What follows belongs to an exercise in optimizing a design on an open flow for small area; a production flow would make more cautious choices.
Function was checked by simulation only, so behaviour that the tests miss may differ from the original.
The clock port is modelled as an ideal driver; clocking choices that lean on that would not hold on a real chip.
No activity file was given, so power comes from the tool's default toggle rates.

`design/flow/flow/run.sh`:
```
#!/bin/bash
# The standard ORFS layout (standard.sh: synthesis, floorplan, power grid,
# placement and routing), with these changes:
#  - after the standard synthesis, its combinational cells are mapped again
#    for area by flow/remap.sh (flip-flops and tie cells kept as they are);
#    the standard netlist is kept as 1_2_yosys_standard.v,
#  - clock tree: clkbuf_4 buffers and no dummy loads; afterwards each leaf
#    clock buffer gets the smallest clkbuf size that keeps its flip-flop clock
#    pins' slew under 95 ps, and every other cell is given the smallest
#    equivalent cell that keeps timing and slew/capacitance limits
#    (flow/post_cts.tcl, run as ORFS's POST_CTS_TCL),
#  - port buffers: buf_1 cells,
#  - constant outputs: one tie cell per value instead of one per port.
# The make output goes to standard_flow.log; ORFS's per-step logs are under orfs/logs.
set -euo pipefail
export CTS_ARGS="-sink_clustering_enable -repair_clock_nets -dont_use_dummy_load -buf_list sky130_fd_sc_hd__clkbuf_4"
export POST_CTS_TCL="$(pwd)/flow/post_cts.tcl"
export BUFFER_PORTS_ARGS="-buffer_cell sky130_fd_sc_hd__buf_1"
export SKIP_REPAIR_TIE_FANOUT=1
R=$(pwd)/orfs/results/sky130hd/ac4e6_board/base
bash standard.sh "$R/1_2_yosys.v" > standard_synth.log 2>&1
cp "$R/1_2_yosys.v" "$R/1_2_yosys_standard.v"
bash flow/remap.sh "$R/1_2_yosys_standard.v" "$R/1_2_yosys.v" > remap.log 2>&1
bash standard.sh finish > standard_flow.log 2>&1
```
`design/flow/flow/remap.sh`:
```
#!/bin/bash
# remap.sh IN.v OUT.v: re-map the combinational logic of the standard
# synthesis netlist IN.v with Yosys's ABC and write OUT.v. The flip-flops and
# tie cells are kept as they are (same instances, names and cell types);
# every other cell is read as its liberty function and mapped again: ABC
# restructures it (&deepsyn, 30 s) and maps it to the library (&dch, &nf).
# &deepsyn is run with eight random seeds, four at a time, and the smallest result is kept.
# Each run's Yosys output goes to remap_<seed>.log in the current folder.
set -euo pipefail
IN=$1; OUT=$2
LIB=${FLOW_HOME:-/OpenROAD-flow-scripts/flow}/platforms/sky130hd/lib/sky130_fd_sc_hd__tt_025C_1v80.lib
YOSYS=${FLOW_HOME:-/OpenROAD-flow-scripts/flow}/../tools/install/yosys/bin/yosys
[[ -x $YOSYS ]] || YOSYS=yosys
DU="-dont_use *probe* -dont_use *lpflow* -dont_use *clkbuf* -dont_use *clkinv* -dont_use *clkdly* -dont_use *dlygate* -dont_use *dlymetal* -dont_use *bufbuf* -dont_use *_16 -dont_use *_12"

run_seed() {
$YOSYS -p "
read_liberty -ignore_miss_func $LIB
read_verilog -sv $IN
hierarchy -top ac4e6_board
blackbox sky130_fd_sc_hd__*df* sky130_fd_sc_hd__*dl* sky130_fd_sc_hd__conb_1
flatten
opt_clean -purge
abc -liberty $LIB $DU -script +strash;&get,-n;&deepsyn,-T,30,-S,$1;&put;&get,-n;&dch,-f;&nf,-R,1000;&put
opt_clean -purge
setundef -zero
splitnets
hilomap -singleton -hicell sky130_fd_sc_hd__conb_1 HI -locell sky130_fd_sc_hd__conb_1 LO
insbuf -buf sky130_fd_sc_hd__buf_1 A X
opt_clean -purge
read_liberty -overwrite -lib $LIB
hierarchy -top ac4e6_board
tee -o remap_$1.area stat -liberty $LIB
check -assert -mapped
write_verilog -noattr -nohex -nodec $OUT.$1
" > remap_$1.log 2>&1
}

for s in 1 2 3 4; do run_seed $s & done
wait
for s in 5 6 7 8; do run_seed $s & done
wait
best=""; best_area=""
for s in 1 2 3 4 5 6 7 8; do
  [[ -f $OUT.$s ]] || continue
  a=$(grep "Chip area" remap_$s.area | awk '{print $NF}')
  echo "remap: seed $s area $a"
  if [[ -z $best ]] || awk "BEGIN{exit !($a < $best_area)}"; then best=$s; best_area=$a; fi
done
if [[ -z $best ]]; then
  echo "remap: no result, using the standard netlist"
  cp "$IN" "$OUT"
  exit 0
fi
echo "remap: using seed $best"
cp "$OUT.$best" "$OUT"

# Prove the new netlist equivalent to the standard one (flip-flops cut, same
# names on both sides); keep the standard netlist if the proof fails.
if ! $YOSYS -p "
read_liberty -ignore_miss_func $LIB
blackbox sky130_fd_sc_hd__*df* sky130_fd_sc_hd__*dl* sky130_fd_sc_hd__conb_1
read_verilog -sv $IN
rename ac4e6_board gold
read_verilog -sv $OUT
rename ac4e6_board gate
flatten gold gate
opt_clean
equiv_make gold gate eq
hierarchy -top eq
equiv_simple
equiv_induct
equiv_status -assert
" > remap_equiv.log 2>&1; then
  echo "remap: equivalence not proven, using the standard netlist"
  cp "$IN" "$OUT"
else
  echo "remap: equivalence proven"
fi
```
`design/flow/standard.sh`:
```
#!/bin/bash
# synth_recipe.tcl (not shown) runs the flow's synth.tcl, then flattens the netlist and writes it again
# the make line also repeats each setting of config.mk as NAME=value (left out here)
make -C /OpenROAD-flow-scripts/flow DESIGN_CONFIG=/design/flow/config.mk WORK_HOME=/design/flow/orfs CLKGATE_MAP_FILE= SYNTH_SCRIPT=/design/flow/synth_recipe.tcl "${@:-finish}"
```
`design/flow/constraint.sdc`:
```
create_clock -name core_clock -period 20.0 [get_ports {clk50}]
set_input_delay 4.0000 -clock core_clock [delete_from_list [all_inputs] [get_ports {clk50}]]
set_output_delay 4.0000 -clock core_clock [all_outputs]
set_load 0.01 [all_outputs]
```
`design/flow/config.mk`:
```
export PLATFORM = sky130hd
export DESIGN_NAME = ac4e6_board
export DESIGN_NICKNAME = ac4e6_board
export VERILOG_FILES = /design/flow/design.v
export SDC_FILE = /design/flow/constraint.sdc
export NUM_CORES = 4
export LEC_CHECK = 0
export CAP_MARGIN = 20
export CORE_MARGIN = 2
export CORE_UTILIZATION = 80
export SLEW_MARGIN = 20
```
`design/flow/flow/post_cts.tcl`:
```
# After CTS: give each leaf clock buffer (one that drives flip-flops) the
# smallest clkbuf whose worst flip-flop clock-pin slew, with placement
# parasitics, stays under CLKBUF_SLEW_NS; then re-legalize the placement.
proc clkbuf_sink_slew {name} {
  set worst 0
  foreach p [get_pins -of_objects [get_nets -of_objects [get_pins $name/X]] -filter "direction==input"] {
    set s [get_property $p slew_max]
    if {$s > $worst} { set worst $s }
  }
  return $worst
}
proc clkbuf_fit {} {
  set thr 0.095
  if {[info exists ::env(CLKBUF_SLEW_NS)]} { set thr $::env(CLKBUF_SLEW_NS) }
  set sizes {sky130_fd_sc_hd__clkbuf_2 sky130_fd_sc_hd__clkbuf_4 sky130_fd_sc_hd__clkbuf_8 sky130_fd_sc_hd__clkbuf_16}
  set changed 0
  foreach inst [[ord::get_db_block] getInsts] {
    set m [[$inst getMaster] getName]
    if {[lsearch $sizes $m] < 0} continue
    set out [$inst findITerm X]
    set net [$out getNet]
    if {$net == "NULL" || [$net getSigType] != "CLOCK"} continue
    set leaf 1
    foreach it [$net getITerms] {
      if {[$it isInputSignal] && [lsearch $sizes [[[$it getInst] getMaster] getName]] >= 0} { set leaf 0 }
    }
    if {!$leaf} continue
    set name [$inst getName]
    set best ""
    foreach s $sizes {
      replace_cell [get_cells $name] [get_lib_cells */$s]
      estimate_parasitics -placement
      if {[clkbuf_sink_slew $name] < $thr} { set best $s; break }
    }
    if {$best == ""} { set best [lindex $sizes end] }
    if {$best != $m} { incr changed; puts "clkbuf_fit: $name $m -> $best" }
  }
  detailed_placement
  check_placement -verbose
  estimate_parasitics -placement
  puts "clkbuf_fit: $changed clock buffers resized"
}

# Give every non-clock cell the smallest equivalent cell (same function and
# pins), keeping a change only if it adds no max-slew/max-cap violation and
# the worst setup slack stays above 5 ns.
proc cell_area {lc} {
  set m [[ord::get_db] findMaster [get_name $lc]]
  if {$m == "NULL"} { return 1e9 }
  return [expr {[$m getWidth] * [$m getHeight]}]
}
proc downsize_all {} {
  sta::make_equiv_cells [get_libs *]
  set dont [list]
  foreach c $::env(DONT_USE_CELLS) { lappend dont $c }
  set n 0
  estimate_parasitics -placement
  set base_slew [sta::max_slew_violation_count]
  set base_cap [sta::max_capacitance_violation_count]
  foreach inst [get_cells *] {
    set lc [get_lib_cells -of_objects $inst]
    if {$lc == "" || $lc == "NULL"} continue
    set name [get_name $lc]
    if {[string match "*clkbuf*" $name] || [string match "*clkinv*" $name] || [string match "*conb*" $name] || [string match "*tap*" $name] || [string match "*fill*" $name]} continue
    set equiv [sta::find_equiv_cells $lc]
    if {$equiv == ""} continue
    set cands {}
    foreach e $equiv {
      if {$e == "NULL"} continue
      set en [get_name $e]
      set skip 0
      foreach d $dont { if {[string match $d $en]} { set skip 1 } }
      if {$skip || [string match "*clk*" $en] || [string match "*lpflow*" $en]} continue
      if {[string match "*dfxtp*" $name] != [string match "*dfxtp*" $en]} continue
      if {[string match "*edfxtp*" $name] != [string match "*edfxtp*" $en]} continue
      lappend cands [list [cell_area $e] $en]
    }
    set cands [lsort -real -index 0 $cands]
    set cur [cell_area $lc]
    foreach c $cands {
      lassign $c a en
      if {$a >= $cur} break
      replace_cell $inst [get_lib_cells */$en]
      estimate_parasitics -placement
      if {[sta::max_slew_violation_count] > $base_slew || [sta::max_capacitance_violation_count] > $base_cap || [sta::worst_slack_cmd max] < 5e-9} {
        replace_cell $inst $lc
      } else {
        incr n
        puts "downsize: [get_full_name $inst] $name -> $en"
        break
      }
    }
  }
  estimate_parasitics -placement
  puts "downsize: $n cells downsized"
}

clkbuf_fit
downsize_all
detailed_placement
check_placement -verbose
estimate_parasitics -placement
```
`design/flow/design.v`:
```
module uart_rx (
	input wire clk,
	input wire nrst,
	input wire rxd,
	output wire [7:0] data,
	output wire data_v
);
localparam [12:0] L_N = 13'd339;
localparam [12:0] L_N3_2 = 13'd4953;
reg [8:0] sr;
reg [12:0] cnt;
wire idle = sr[0];
wire cnt_low = (cnt == 0);
wire [12:0] cnt_step = {cnt[11:0], cnt[12] ^ cnt[2] ^ (cnt[12] && cnt[11:0] == 0)};
wire start = cnt_low && idle && !rxd;
wire sample = cnt_low && !idle;
assign data = sr[8:1];
assign data_v = idle && (cnt == L_N);
always @(posedge clk) begin
	if (!nrst)
		cnt <= 0;
	else
		cnt <= start ? L_N3_2 : sample ? L_N : cnt_step;
	if (!nrst)
		sr[0] <= 1;
	else if (start)
		sr <= 9'h100;
	else if (sample)
		sr <= {rxd, sr[8:1]};
end
endmodule  
module uart_rx_dbg (
	input wire clk,
	input wire nrst,
	input wire rxd,
	output wire [12:0] data,
	output wire data_v
);
reg [12:0] cnt;
reg rxd_r;
reg edge_r;
wire chg = rxd_r != rxd;
wire stop = cnt[12] & cnt[11] & cnt[9];
assign data = cnt;
assign data_v = edge_r && (cnt >= 13'd3906) && (cnt <= 13'd6510);
always @(posedge clk) begin
	rxd_r <= rxd;
	edge_r <= nrst && chg;
	if (!nrst)
		cnt <= 0;
	else if (edge_r)
		cnt <= {12'b0, !chg};
	else
		cnt <= cnt + {12'b0, !chg && !stop};
end
endmodule  
module uart_tx (
	input wire clk,
	input wire nrst,
	input wire [7:0] data,
	input wire data_valid,
	output reg data_ready,
	output reg txd
);
localparam [12:0] L_N = 13'd339;
reg [12:0] cnt;
reg [3:0] ph;
wire idle = (ph == 0);
wire cnt0 = (cnt == 0);
wire [12:0] cnt_step = {cnt[11:0], cnt[12] ^ cnt[2] ^ (cnt[12] && cnt[11:0] == 0)};
wire [3:0] bi = ph - 4'd1;
always @(posedge clk) begin
	cnt <= (idle || cnt0) ? L_N : cnt_step;
	if (!nrst) begin
		ph <= 0;
		data_ready <= 0;
		txd <= 1;
	end else if (idle) begin
		if (data_valid) begin
			ph <= 1;
			txd <= 0;
		end
	end else if (cnt0) begin
		if (ph == 10) begin
			ph <= 0;
			data_ready <= 1;
		end else begin
			ph <= ph + 1;
			txd <= (ph == 9) ? 1'b1 : data[bi[2:0]];
		end
	end
end
endmodule  
module led (
	input wire clk,
	input wire r1,
	input wire r2,
	input wire [31:0] data,  
	input wire [1:0] zero,  
	output reg [7:0] led_segments,
	output reg [7:0] led_enable
);
reg [12:0] c_lo;
reg [2:0] c_hi;
wire lo_z = (c_lo[11:0] == 0);
wire [12:0] lo_step = {c_lo[11:0], c_lo[12] ^ c_lo[3] ^ c_lo[2] ^ c_lo[0] ^ lo_z};
wire [2:0] hi_next = c_hi + (c_lo[12] && lo_z);
always @(posedge clk) begin
	c_lo <= r2 ? 13'd0 : lo_step;
	c_hi <= r2 ? 3'd0 : hi_next;
end
wire [2:0] en_sel = r2 ? 3'd0 : hi_next;
wire [2:0] sel = c_hi;
wire [3:0] digit = r2 ? 4'hf : zero[sel[2]] ? 4'd0 : data[sel*4 +: 4];
localparam [111:0] PAT = {
	7'b000_1110, 7'b000_0110, 7'b010_0001, 7'b100_0110,
	7'b000_0011, 7'b000_1000, 7'b001_0000, 7'b000_0000,
	7'b111_1000, 7'b000_0010, 7'b001_0010, 7'b001_1001,
	7'b011_0000, 7'b010_0100, 7'b111_1001, 7'b100_0000};
wire [6:0] pat = PAT[digit*7 +: 7];
always @(*) begin
	led_enable = 8'hff;
	if (!r1) led_enable[en_sel] = 1'b0;
	led_segments = r1 ? 8'hff : {1'b1, pat};
end
endmodule  
module ac4e6_board (
	input wire clk50,
	input wire [3:0] key,
	input wire [7:0] switch,
	input wire ps2_data,
	input wire ps2_sdck,
	input wire ch340_rx,
	output wire ch340_tx,
	output wire buzzer,
	output wire [7:0] led_segments,
	output wire [7:0] led_enable,
	output wire [2:0] vga_rgb,
	output wire vga_hsync,
	output wire vga_vsync,
	output wire [11:0] led
);
assign buzzer = '1;
assign vga_rgb = '1;
assign vga_hsync = '1;
assign vga_vsync = '1;
assign led = '1;
wire nrst;
assign nrst = key[2];
wire [7:0] uart_q;
wire uart_qv;
uart_rx i_uart_rx(clk50, nrst, ch340_rx, uart_q, uart_qv);
wire [12:0] uart_dbg;
wire uart_dbg_v;
reg r1, r2;
reg [1:0] rxd_d;
always @(posedge clk50) begin
	r1 <= !nrst;
	r2 <= r1;
	rxd_d <= {rxd_d[0], ch340_rx};
end
uart_rx_dbg i_uart_dbg(clk50, !r2, rxd_d[1], uart_dbg, uart_dbg_v);
localparam [2:0] Q_IDLE = 3'b000, Q_NEW = 3'b101, Q_ONE = 3'b100, Q_TWO = 3'b110, Q_NEXT = 3'b001;
reg [7:0] ch340_data;
reg [2:0] q;
wire ch340_data_valid = q[2];
wire ch340_data_ready;
uart_tx i_uart_tx(clk50, nrst, ch340_data, ch340_data_valid, ch340_data_ready, ch340_tx);
always @(posedge clk50) begin
	if (q[0])
		ch340_data <= uart_q;
	if (!nrst)
		q <= Q_IDLE;
	else case (q)
		Q_IDLE: q <= uart_qv ? Q_NEW : Q_IDLE;
		Q_NEW: q <= ch340_data_ready ? Q_IDLE : Q_ONE;
		Q_ONE: q <= ch340_data_ready ? (uart_qv ? Q_NEXT : Q_IDLE) : (uart_qv ? Q_TWO : Q_ONE);
		Q_TWO: q <= ch340_data_ready ? Q_NEXT : Q_TWO;
		default: q <= Q_ONE;  
	endcase
end
reg [12:0] led_lo, led_hi;
wire z_lo = &led_lo[12:10];
wire z_hi = &led_hi[12:10];
led i_led(clk50, r1, r2, {3'b0, led_hi, 3'b0, led_lo}, {z_hi, z_lo}, led_segments, led_enable);
always @(posedge clk50) begin
	if (r2) begin
		led_lo[12:10] <= 3'b111;
		led_hi[12:10] <= 3'b111;
	end else if (uart_dbg_v) begin
		led_lo[12:10] <= uart_dbg[12:10];
		led_hi[12:10] <= led_lo[12:10];
	end
	if (uart_dbg_v) begin
		led_lo[9:0] <= uart_dbg[9:0];
		led_hi[9:0] <= led_lo[9:0];
	end
end
endmodule  
```
==> flow_summary.ini, run 1 <==
[pwr]
fin_total_pwr_w = 0.000424
p_leak_nw = 1.61
power.density_mw_per_mm2 = 95.0
ir_worst_vdd_uv = 98.9

[layout]
drive_gt1_share_pct = 4.48
final_cell_mix = dfxtp_1, nor2_1, edfxtp_1
stdcell_area_mm2 = 0.00447
area_delta_synth_final_pct = 5.15
antenna_cells = 0
nNetsFinal = 442
nFillCells = 264
layout_commonest_cell = dfxtp_1

[critical_path]
r2r-start = i_uart_rx.cnt[11]$_SDFF_PP0_
arrival_ns = 3.25
crit_start = i_led.c_hi[2]$_DFF_P_
slowest_stage = a221oi_1
critPathMaxFanout = 15
cp-end-kind = output pin
max_stage_delay_ns = 0.73
critPathKind = reg -> out
crit_chain = nand2b_1 > o22ai_1 > nor4_1 > a221oi_1 > inv_1 > nand3_1 > o211ai_1 > o21bai_1 > nand2_1 > o21ai_0 > buf_1
cp_data_required_time_ns = 16.00
cp-start-kind = flip-flop

[die]
dieHeight_um = 76.9
row_count = 26
die_area_mm2 = 0.00591
die_w_um = 76.9
ios = 51
core_mm2 = 0.00511
initial_core_util_pct = 83.2

[placement]
dpl.hpwl_um = 5690
gp_congestion = 0.881
io_buffers = 18
placed_area_mm2 = 0.00435

[yosys]
syn-cell-area_mm2 = 0.00425
synth_cells = 405
yosys_warnings = 5
avgSynthCellArea_um2 = 10.5
syn_nets = 421

[routing]
via_per_inst = 6.35
vias = 3137
avgRoutedWirePerCell_um = 17.1
final_antenna_net_count = 0
firstDrtPassIters = 5
drt_wl_total_um = 8460
drc = 0
drt_iter0_drc = 263

[timing]
fin_crit_sh_pct = 36.3
finalHoldViolCount = 0
setup_viol = 0
max_clock_freq_ghz = 0.138
final_max_slew_viol_count = 0
finClkSkew_ns = 0.0424
tns_ns = 0
maxSlewHeadroom_pct = 35.0
tightestPinTransition_ns = 0.973
min_period_ns = 7.25
rsz0062_at_grt = no

[cts]
cts_tree = built
clkTransAtPathRegs_ns = 0.09
clock_sinks = 113
clock_latency_ns = 0.49

[global_routing]
grt_pass1_wl_um = 14200
overflow = 0
antenna_found_initial = 0
grt_pass1_vias = 3077
grt_max_degree = 30
grt_usage_pct = 31.0

[hold_path]
hold_start = rxd_d[0]$_DFF_P_
hold_class = reg -> reg

[run_status]
status = complete, no violations

[flow_run]
maxCapViolCount = 0
where the power goes:
group	total [W]	switching (W)	internal, W
clock network	0.000103	0.0000663	0.0000370
registers	0.000272	0.0000145	0.000258
logic	0.0000486	0.0000304	0.0000182
through the flow:
stage | hold slack [ns] | util (%) | setup WS, ns | std cells
floorplan | 0.310 | - | 13.65 | 405
global placement | 0.320 | 85.2 | 13.44 | 477
detailed placement | 0.337 | 85.2 | 13.29 | 477
global route | 0.339 | 87.5 | 12.38 | 494
finish | 0.341 | 87.5 | 12.75 | 494
worst max-delay path, delay by kind of cell, from the launching register on:
kind / cells / cell delay [ns]
simple gates: 4 / 0.50
flops: 1 / 0.62
compound gates: 5 / 1.34
buf+inv: 2 / 0.34
final cells by class:
| type | instances | area [µm²] | area share, % |
|---|---|---|---|
| inverters | 10 | 37.5 | 0.840 |
| clock buffers | 17 | 124 | 2.77 |
| flip-flops and latches | 113 | 2620 | 58.7 |
| multi-input cells | 264 | 1520 | 34.0 |
| well taps | 70 | 87.6 | 1.96 |
| repair buffers | 20 | 75.1 | 1.68 |
path summary, 6_finish.rpt:
kind / to / slack (ns) / cells after the start
hold / removal: rxd_d[1]$_DFF_P_ / 0.34 / 0
hold reg to reg: rxd_d[1]$_DFF_P_ / 0.34 / 0
setup reg to reg: i_uart_rx.sr[1]$_SDFFCE_PP0P_ / 17.39 / 6
setup / recovery: led_segments[6] / 12.75 / 11
per-layer routing:
| metal | track usage (%) | up-vias | wire length, µm |
|---|---|---|---|
| li1 | - | 1487 | - |
| met5 | 0 | - | 0 |
| met1 | 38.2 | 1465 | 3510 |
| met4 | 11.3 | 0 | 220 |
| met2 | 52.0 | 152 | 4170 |
| met3 | 8.94 | 33 | 563 |
flip-flops by register name, indices dropped and copies added, names as in the netlist, 2 cells and up:
signal,count
ch340_data,8
i_led.c_lo,13
led_hi,13
i_uart_tx.ph,4
i_uart_rx.cnt,13
i_uart_tx.cnt,13
i_uart_dbg.cnt,13
q,3
led_lo,13
i_led.c_hi,3
rxd_d,2
i_uart_rx.sr,9
==> run 2: changes to the inputs <==
--- a/design/flow/flow/remap.sh
+++ b/design/flow/flow/remap.sh
@@ -5,3 +5,3 @@
 # every other cell is read as its liberty function and mapped again: ABC
-# restructures it (&deepsyn, 30 s) and maps it to the library (&dch, &nf).
+# restructures it (&deepsyn, 60 s) and maps it to the library (&dch, &nf).
 # &deepsyn is run with eight random seeds, four at a time, and the smallest result is kept.
@@ -23,3 +23,3 @@
 opt_clean -purge
-abc -liberty $LIB $DU -script +strash;&get,-n;&deepsyn,-T,30,-S,$1;&put;&get,-n;&dch,-f;&nf,-R,1000;&put
+abc -liberty $LIB $DU -script +strash;&get,-n;&deepsyn,-T,60,-S,$1;&put;&get,-n;&dch,-f;&nf,-R,1000;&put
 opt_clean -purge
==> flow_summary.ini, run 2 <==
[run_status]
status = complete, no violations

[layout]
nNetsFinal = 442
antenna_cells = 0
area_delta_synth_final_pct = 5.33
final_cell_mix = dfxtp_1, nor2_1, edfxtp_1
nFillCells = 254
stdcell_count = 494
layout_commonest_cell = dfxtp_1
fin_util_pct = 87.6
drive_gt1_share_pct = 4.72

[timing]
finClkSkew_ns = 0.0440
tns_ns = 0
maxSlewHeadroom_pct = 40.9
setup_viol = 0
finalHoldViolCount = 0
max_clock_freq_ghz = 0.130
fin_crit_sh_pct = 38.5
final_max_slew_viol_count = 0
rsz0062_at_grt = no
tightestPinTransition_ns = 0.885
min_period_ns = 7.69

[yosys]
synth_cells = 405
avgSynthCellArea_um2 = 10.5
syn_nets = 421
yosys_warnings = 5
syn-cell-area_mm2 = 0.00425

[die]
row_count = 26
die_area_mm2 = 0.00591
dieHeight_um = 76.9
ios = 51
initial_core_util_pct = 83.2
core_mm2 = 0.00511
die_w_um = 76.9

[pwr]
fin_total_pwr_w = 0.000429
power.density_mw_per_mm2 = 95.8
p_leak_nw = 1.60
ir_worst_vdd_uv = 120

[global_routing]
grt_pass1_wl_um = 14100
grt_pass1_vias = 3104
antenna_found_initial = 0
grt_max_degree = 29
grt_usage_pct = 30.7
overflow = 0

[placement]
gp_congestion = 0.824
io_buffers = 18
dp_cells = 477
dpl.hpwl_um = 5510

[cts]
clock_sinks = 113
cts_tree = built
clkTransAtPathRegs_ns = 0.09
clock_latency_ns = 0.51

[critical_path]
crit_top_cell = nor2_1
crit_family = compound AO/OA/AOI/OAI gates
critPathKind = reg -> out
arrival_ns = 3.69
critPathMaxFanout = 13
path_buf_inv = 1
cp-end-kind = output pin
crit_chain = nand2b_1 > o22a_1 > o21ai_0 > nor3_1 > a221oi_1 > or2_0 > nor2_1 > o21bai_1 > nor2_1 > nor2_1 > o41ai_1 > a21oi_1 > nand2_1 > nand2_1 > buf_1
slowest_stage = dfxtp_1
max_stage_delay_ns = 0.62
cp_data_required_time_ns = 16.00
cp-start-kind = flip-flop

[routing]
avgRoutedWirePerCell_um = 16.5
vias = 3080
via_per_inst = 6.23
drt_iter0_drc = 218
firstDrtPassIters = 5
drc = 0
final_antenna_net_count = 0
drt_wl_total_um = 8160

[flow_run]
maxCapViolCount = 0

[hold_path]
hold_class = reg -> reg
[run 2: worst reg2reg max path: stages, from the launching register on]
cell	delay, ns
dfxtp_1	0.33
nor4_1	0.27
nand2_1	0.13
or4_1	0.56
nor4b_1	0.35
inv_1	0.07
a21oi_1	0.20
and2_0	0.65
[run 2: final timing paths]
| check | endpoint | startpoint | depth (start not counted) | slack, ns |
|---|---|---|---|---|
| setup reg to reg | i_uart_rx.sr[1]$_SDFFCE_PP0P_ | i_uart_rx.cnt[11]$_SDFF_PP0_ | 7 | 17.07 |
| hold / removal | rxd_d[1]$_DFF_P_ | rxd_d[0]$_DFF_P_ | 0 | 0.34 |
| hold reg to reg | rxd_d[1]$_DFF_P_ | rxd_d[0]$_DFF_P_ | 0 | 0.34 |
| setup / recovery | led_segments[0] | i_led.c_hi[2]$_DFF_P_ | 15 | 12.31 |
[run 2: metal layers]
metal  wire length [µm]  vias up  GRT usage [%]
li1                   -     1470              -
met1               3340     1476           36.6
met2               4170      112           52.1
met3                487       22           9.76
met4                164        0           11.8
met5                  0        -              0
[run 2: area by class of cell]
class / instances / area [µm²] / area share (%)
sequential: 113 / 2620 / 58.6
multi-input combinational: 262 / 1510 / 33.8
clock buffer: 17 / 131 / 2.94
tap: 70 / 87.6 / 1.96
timing repair buffer: 20 / 75.1 / 1.68
inverter: 12 / 45.0 / 1.01
[run 2: where the power goes]
part           internal, W  switching (W)   total, W  leakage [nW]
Clock            0.0000392      0.0000685   0.000108        0.0833
Sequential        0.000257      0.0000124   0.000269         0.918
Combinational    0.0000204      0.0000316  0.0000520         0.604
Total             0.000316       0.000112   0.000429          1.60
[run 2: through the flow]
step / instance area [µm²] / setup slack (ns) / hold WS [ns]
finish: 4480 / 12.31 / 0.342
global route: 4480 / 11.96 / 0.356
detailed placement: 4350 / 12.94 / 0.318
global placement: 4350 / 13.13 / 0.318
floorplan: 4250 / 13.30 / 0.310

[separate check: timing with driven ports]
In the flow no input, the clock included, has a driving cell. The finished layouts below were timed again as built, in two steps.
Step 1 sets driving cells, clkbuf_16 on the clock port and buf_2 on the other inputs (assumed; they add their load-dependent delay and slew).
Step 2 also shifts input and output timing later by t, the mid clock arrival at the registers, as if the neighbouring blocks saw the same clock.
Slacks: ideal ports / drivers / drivers and shift; pairs: ideal ports / drivers.
run | t (ns) | setup WS [ns] | worst setup path at the end | slew at the worst register clock pin (ns)
run 1 | 0.490 | 12.748 / 12.725 / 13.215 | register to output | 0.10 / 0.10
run 2 | 0.520 | 12.308 / 12.278 / 12.799 | register to output | 0.10 / 0.10
After both steps setup and hold are still met in every run listed.
